Context: an optimization exercise on an open-source flow, tuned for small area, a short achievable clock period and few clock cycles. The choices shown serve that exercise and are no tape-out recipe. Only simulation tests tie the RTL to the original design; equivalence was not proved. Power is estimated from default activity; no workload was simulated.

==> flow/design.v <==
module IOTDF( clk, rst, in_en, iot_in, fn_sel, busy, valid, iot_out);
input          clk;
input          rst;
input          in_en;
input  [7:0]   iot_in;
input  [2:0]   fn_sel;
output         busy;
output         valid;
output [127:0] iot_out;
function [8:0] add8;
	input [7:0] a, b;
	input       c;
	reg   [8:0] g, p, g1, p1, g2, p2, g3;
	integer i;
	begin
		g = {a & b, c};
		p = {a ^ b, 1'b0};
		for (i = 0; i <= 8; i = i + 1) begin
			g1[i] = (i >= 1) ? g[i] | (p[i] & g[i-1]) : g[i];
			p1[i] = (i >= 1) ? p[i] & p[i-1] : p[i];
		end
		for (i = 0; i <= 8; i = i + 1) begin
			g2[i] = (i >= 2) ? g1[i] | (p1[i] & g1[i-2]) : g1[i];
			p2[i] = (i >= 2) ? p1[i] & p1[i-2] : p1[i];
		end
		for (i = 0; i <= 8; i = i + 1)
			g3[i] = (i >= 4) ? g2[i] | (p2[i] & g2[i-4]) : g2[i];
		add8 = {g3[8] | (p2[8] & p2[4] & g[0]), p[8:1] ^ g3[7:0]};
	end
endfunction
function sum_ff;
	input [7:0] a, b;
	input       c;
	begin
		sum_ff = (c == ~(a[0] ^ b[0])) &
		         (((a[6:0] & b[6:0]) ^ ~(a[7:1] ^ b[7:1])) == 7'd0);
	end
endfunction
function gt8;
	input [7:0] a, b;
	reg         e;
	integer i;
	begin
		gt8 = 1'b0;
		e   = 1'b1;
		for (i = 7; i >= 0; i = i - 1) begin
			gt8 = gt8 | (e & a[i] & ~b[i]);
			e   = e & ~(a[i] ^ b[i]);
		end
	end
endfunction
reg [2:0] fs;
always @(posedge clk) fs <= fn_sel;
wire m_avg  = fs == 3'd3;
wire m_ex   = fs == 3'd4 || fs == 3'd5;
wire m_hi   = fs == 3'd1 || fs == 3'd6;    
wire m_mm   = fs == 3'd1 || fs == 3'd2;
wire m_ext  = fs == 3'd4;
wire m_pmax = fs == 3'd6;
wire m_pmin = fs == 3'd7;
wire m_peak = m_pmax | m_pmin;
reg       in_v;
reg [7:0] in_b;
reg       busy_r;
wire      acc = in_en & ~busy_r;
always @(posedge clk or posedge rst)
	if (rst) in_v <= 1'b0;
	else     in_v <= acc;
always @(posedge clk) in_b <= iot_in & {8{acc}};    
reg  [127:0] R;
reg  [15:0]  cs;         
reg  [2:0]   X;          
reg  [2:0]   sv;         
reg  [3:0]   off;        
reg          pb;         
reg  [3:0]   bcnt;       
reg  [2:0]   dcnt;       
reg          first;      
reg          clr;        
reg          pass;       
reg          fin;        
reg          pend;       
reg  [1:0]   st;         
reg          mark;       
reg          vc;         
reg          ones;       
reg          valid_r;
wire step = in_v | pass;
wire pf   = bcnt == 4'd0;
wire pl   = bcnt == 4'd15;
wire [7:0] h = R[127:120];
wire [3:0] xs  = {1'b0, X & {3{~clr}}} + {1'b0, in_b[2:0]};
wire       ci  = step & (pl ? xs[3] : cs[14]);
wire [7:0] B   = {sv & {3{in_v & ~pf}}, in_b[7:3]};
wire [8:0] vs  = add8(h, B, ci);
wire [8:0] v   = clr ? {1'b0, B} : vs;
wire       c1  = m_avg & step & v[8];          
wire [8:0] r0p;                                 
genvar gi;
assign r0p[0] = 1'b1;
generate for (gi = 0; gi < 8; gi = gi + 1) begin : inc
	assign r0p[gi + 1] = r0p[gi] & R[gi];
end endgenerate
wire [7:0] r0i = R[7:0] ^ ({8{c1}} & r0p[7:0]);
wire       ovf = c1 & r0p[8];
wire       pend_c = (step ? ~pf & pend : pend) | ovf;
wire       pred = pend_c | (~pass & (clr ? B == 8'hff : sum_ff(h, B, ci)));
wire       forced = vc | (~m_peak & first);
wire       bgt_h  = gt8(in_b, h);
wire       bgt    = vc ? ~m_pmin & (in_b != 8'h00) : bgt_h;
wire       blt    = vc ? m_pmin & (in_b != 8'hff) : ~bgt_h & (in_b != h);
wire       sgt    = st[0] | (~st[1] & bgt);
wire       slt    = st[1] | (~st[0] & blt);
wire       wr     = m_ex | forced | (m_hi ? sgt : slt);
wire       upd    = m_pmax ? ~slt : slt;
wire [3:0] t = R[119:116];       
wire ones_all = ones & (in_b == 8'hff);
wire ext_ok = (t >= 4'h7) & ((t < 4'ha) | ((t == 4'ha) & ~ones_all));
wire exc_ok = (t < 4'h7) | ((t == 4'h7) & ~ones_all) | (t >= 4'hc);
wire ex_ok  = m_ext ? ext_ok : exc_ok;
wire [7:0] nh = m_avg ? v[7:0] : ((in_v & wr) ? in_b : h);
always @(posedge clk) begin
	R  <= {R[119:8], r0i, nh};
	cs <= {cs[14:1], cs[0] | ovf, ~step & cs[15]};
	if (in_v) sv <= in_b[2:0];
	if (in_v & pl) X <= xs[2:0];
end
wire [6:0] cnt = {dcnt, bcnt};
wire acc_last = acc & m_avg & (in_v ? cnt == 7'd126 : cnt == 7'd127);
wire last_pass = pass & bcnt == 4'd14 & ~pred;
wire pb_n     = (acc_last & pred) | (pb & ~last_pass);
wire [3:0] off_n = off + {3'd0, ~acc};
wire dlast = in_v & pl;
always @(posedge clk or posedge rst) begin
	if (rst) begin
		busy_r  <= 1'b0;
		pb      <= 1'b0;
		off     <= 4'd15;
		bcnt    <= 4'd0;
		dcnt    <= 3'd0;
		first   <= 1'b1;
		clr     <= 1'b0;
		pass    <= 1'b0;
		fin     <= 1'b0;
		pend    <= 1'b0;
		st      <= 2'b00;
		mark    <= 1'b0;
		vc      <= 1'b1;
		ones    <= 1'b0;
		valid_r <= 1'b0;
	end
	else begin
		pb     <= pb_n;
		off    <= off_n;
		busy_r <= pb_n | (off_n != 4'd15);
		if (step) begin
			bcnt <= bcnt + 4'd1;
			pend <= pend_c;
		end
		if (dlast) begin
			dcnt  <= dcnt + 3'd1;
			first <= dcnt == 3'd7;
		end
		clr <= acc & (dlast ? dcnt == 3'd7 : first);
		if (dlast & m_avg & dcnt == 3'd7) pass <= pb;
		else if (pass & pl) pass <= ~fin;
		if (step & bcnt == 4'd14) fin <= pass & ~pred;
		if (in_v) begin
			st   <= pl ? 2'b00 : {slt, sgt};
			ones <= pf ? (in_b[3:0] == 4'hf) : ones_all;
		end
		if (dlast) begin
			mark   <= (~first & mark) | upd;
		end
		vc      <= vc & m_peak & ~dlast;
		valid_r <= (dlast & (m_ex ? ex_ok :
		                     m_mm ? dcnt == 3'd7 :
		                     m_avg ? (dcnt == 3'd7) & ~pb :
		                     m_peak & (dcnt == 3'd7) & (mark | upd))) |
		           (pass & fin & pl);
	end
end
assign busy    = busy_r;
assign valid   = valid_r;
assign iot_out = R;
endmodule
export LEC_CHECK = 0
export CAP_MARGIN = 20
export CORE_MARGIN = 2
export CORE_UTILIZATION = 50
export PLACE_DENSITY = 0.6
export SLEW_MARGIN = 20
create_clock -name core_clock -period 10.0 [get_ports {clk}]
standard.sh (not shown) runs the stock make flow with config.mk's settings and CLKGATE_MAP_FILE= SYNTH_SCRIPT=/design/flow/synth_recipe.tcl, a recipe that flattens the netlist after the stock synthesis.
==> flow/flow/run.sh <==
#!/bin/bash
# The standard layout (standard.sh: the standard flow's synthesis and ORFS flow, unchanged), with two
# make settings added:
#  - the port buffers are sky130_fd_sc_hd__buf_1 cells (buffer_ports' default pick here
#    is a slower, larger delay buffer);
#  - timing repair aims for 7 ns of setup slack, so that it sizes the design for the
#    shortest period it can reach, not only for the 10 ns clock.
# The full make output goes to flow_make.log in this folder.
set -euo pipefail
bash standard.sh "BUFFER_PORTS_ARGS=-buffer_cell sky130_fd_sc_hd__buf_1" \
  SETUP_SLACK_MARGIN=7 finish > flow_make.log 2>&1
The starting point produced a clean layout.
Testbench counts at the start, summed over its fixed seeds: cycles 86,129.
Next try:
--- a/flow/design.v
+++ b/flow/design.v
@@ -25,16 +25,8 @@
 		end
 		for (i = 0; i <= 8; i = i + 1)
 			g3[i] = (i >= 4) ? g2[i] | (p2[i] & g2[i-4]) : g2[i];
 		add8 = {g3[8] | (p2[8] & p2[4] & g[0]), p[8:1] ^ g3[7:0]};
-	end
-endfunction
-function sum_ff;
-	input [7:0] a, b;
-	input       c;
-	begin
-		sum_ff = (c == ~(a[0] ^ b[0])) &
-		         (((a[6:0] & b[6:0]) ^ ~(a[7:1] ^ b[7:1])) == 7'd0);
 	end
 endfunction
 function gt8;
 	input [7:0] a, b;
@@ -78,34 +70,25 @@
 reg          first;      
 reg          clr;        
 reg          pass;       
 reg          fin;        
-reg          pend;       
+reg          gen;        
 reg  [1:0]   st;         
 reg          mark;       
 reg          vc;         
 reg          ones;       
 reg          valid_r;
 wire step = in_v | pass;
 wire pf   = bcnt == 4'd0;
 wire pl   = bcnt == 4'd15;
+wire shp  = pass & fin;
 wire [7:0] h = R[127:120];
+wire [7:0] A   = h & {8{~clr}};
 wire [3:0] xs  = {1'b0, X & {3{~clr}}} + {1'b0, in_b[2:0]};
-wire       ci  = step & (pl ? xs[3] : cs[14]);
-wire [7:0] B   = {sv & {3{in_v & ~pf}}, in_b[7:3]};
-wire [8:0] vs  = add8(h, B, ci);
-wire [8:0] v   = clr ? {1'b0, B} : vs;
-wire       c1  = m_avg & step & v[8];          
-wire [8:0] r0p;                                 
-genvar gi;
-assign r0p[0] = 1'b1;
-generate for (gi = 0; gi < 8; gi = gi + 1) begin : inc
-	assign r0p[gi + 1] = r0p[gi] & R[gi];
-end endgenerate
-wire [7:0] r0i = R[7:0] ^ ({8{c1}} & r0p[7:0]);
-wire       ovf = c1 & r0p[8];
-wire       pend_c = (step ? ~pf & pend : pend) | ovf;
-wire       pred = pend_c | (~pass & (clr ? B == 8'hff : sum_ff(h, B, ci)));
+wire       ci  = step & ~clr & (pl ? xs[3] : cs[14]);
+wire [8:0] v   = add8(A, {sv & {3{in_v & ~pf}}, in_b[7:3]}, ci);
+wire gen_now   = v[8] & (R[7:0] == 8'hff) & ~pf & (bcnt != 4'd1);
+wire gen_all   = gen | gen_now;
 wire       forced = vc | (~m_peak & first);
 wire       bgt_h  = gt8(in_b, h);
 wire       bgt    = vc ? ~m_pmin & (in_b != 8'h00) : bgt_h;
 wire       blt    = vc ? m_pmin & (in_b != 8'hff) : ~bgt_h & (in_b != h);
@@ -119,17 +102,16 @@
 wire exc_ok = (t < 4'h7) | ((t == 4'h7) & ~ones_all) | (t >= 4'hc);
 wire ex_ok  = m_ext ? ext_ok : exc_ok;
 wire [7:0] nh = m_avg ? v[7:0] : ((in_v & wr) ? in_b : h);
 always @(posedge clk) begin
-	R  <= {R[119:8], r0i, nh};
-	cs <= {cs[14:1], cs[0] | ovf, ~step & cs[15]};
+	R  <= {R[119:0], nh};
+	cs <= {cs[14:0], step ? ~pf & v[8] : cs[15]};
 	if (in_v) sv <= in_b[2:0];
 	if (in_v & pl) X <= xs[2:0];
 end
 wire [6:0] cnt = {dcnt, bcnt};
 wire acc_last = acc & m_avg & (in_v ? cnt == 7'd126 : cnt == 7'd127);
-wire last_pass = pass & bcnt == 4'd14 & ~pred;
-wire pb_n     = (acc_last & pred) | (pb & ~last_pass);
+wire pb_n     = acc_last | (pb & ~(shp & bcnt == 4'd14));
 wire [3:0] off_n = off + {3'd0, ~acc};
 wire dlast = in_v & pl;
 always @(posedge clk or posedge rst) begin
 	if (rst) begin
@@ -141,9 +123,9 @@
 		first   <= 1'b1;
 		clr     <= 1'b0;
 		pass    <= 1'b0;
 		fin     <= 1'b0;
-		pend    <= 1'b0;
+		gen     <= 1'b0;
 		st      <= 2'b00;
 		mark    <= 1'b0;
 		vc      <= 1'b1;
 		ones    <= 1'b0;
@@ -154,18 +136,23 @@
 		off    <= off_n;
 		busy_r <= pb_n | (off_n != 4'd15);
 		if (step) begin
 			bcnt <= bcnt + 4'd1;
-			pend <= pend_c;
+			gen  <= ~pf & gen_all;
 		end
 		if (dlast) begin
 			dcnt  <= dcnt + 3'd1;
 			first <= dcnt == 3'd7;
 		end
 		clr <= acc & (dlast ? dcnt == 3'd7 : first);
-		if (dlast & m_avg & dcnt == 3'd7) pass <= pb;
-		else if (pass & pl) pass <= ~fin;
-		if (step & bcnt == 4'd14) fin <= pass & ~pred;
+		if (dlast & m_avg & dcnt == 3'd7) begin
+			pass <= 1'b1;
+			fin  <= ~gen_all;
+		end
+		else if (pass & pl) begin
+			pass <= ~fin;
+			fin  <= ~gen_all;
+		end
 		if (in_v) begin
 			st   <= pl ? 2'b00 : {slt, sgt};
 			ones <= pf ? (in_b[3:0] == 4'hf) : ones_all;
 		end
@@ -174,11 +161,10 @@
 		end
 		vc      <= vc & m_peak & ~dlast;
 		valid_r <= (dlast & (m_ex ? ex_ok :
 		                     m_mm ? dcnt == 3'd7 :
-		                     m_avg ? (dcnt == 3'd7) & ~pb :
 		                     m_peak & (dcnt == 3'd7) & (mark | upd))) |
-		           (pass & fin & pl);
+		           (shp & pl);
 	end
 end
 assign busy    = busy_r;
 assign valid   = valid_r;
Effect: Clock-buffer cell count stays the same; sequential share of layout area came out higher by 3.0 points; global-route usage came out lower by 0.85 points; setup slack degrades by 4.8 ps; clock power came out lower by 6.7%; power came out lower by 19%; register-to-register slack improves by 80 ps.
Testbench counts after the change, summed over its fixed seeds: cycles 87,665.

## afterwards: timing with drivers on the ports
No port has a modelled driver above. Below, the same layouts with a new extraction and two added sets of constraints.
Step 1 sets driving cells, clkbuf_16 on the clock port and buf_2 on the other inputs (assumed; they add their load-dependent delay and slew).
Step 2 times the ports against the registers' clock, not the clock port: input delays grow and output delays shrink by t, the midpoint of the rising clock arrivals with the driver on.
Three values: ideal, step 1, step 2; two values: the first two.
run	t (ns)	slack for setup (ns)	worst setup path at the end	latest minus earliest clock arrival (ns)	worst register clock-pin slew, ns
the first run	0.463	7.035 / 6.993 / 6.799	input to register	0.008 / 0.008	0.07 / 0.07
the second run	0.464	7.030 / 6.990 / 6.804	input to register	0.011 / 0.012	0.07 / 0.07
After both steps every run listed still meets setup and hold. The setup slack of the first run, which loses most, moves by -0.042 ns with the drivers and by -0.236 ns with both steps.
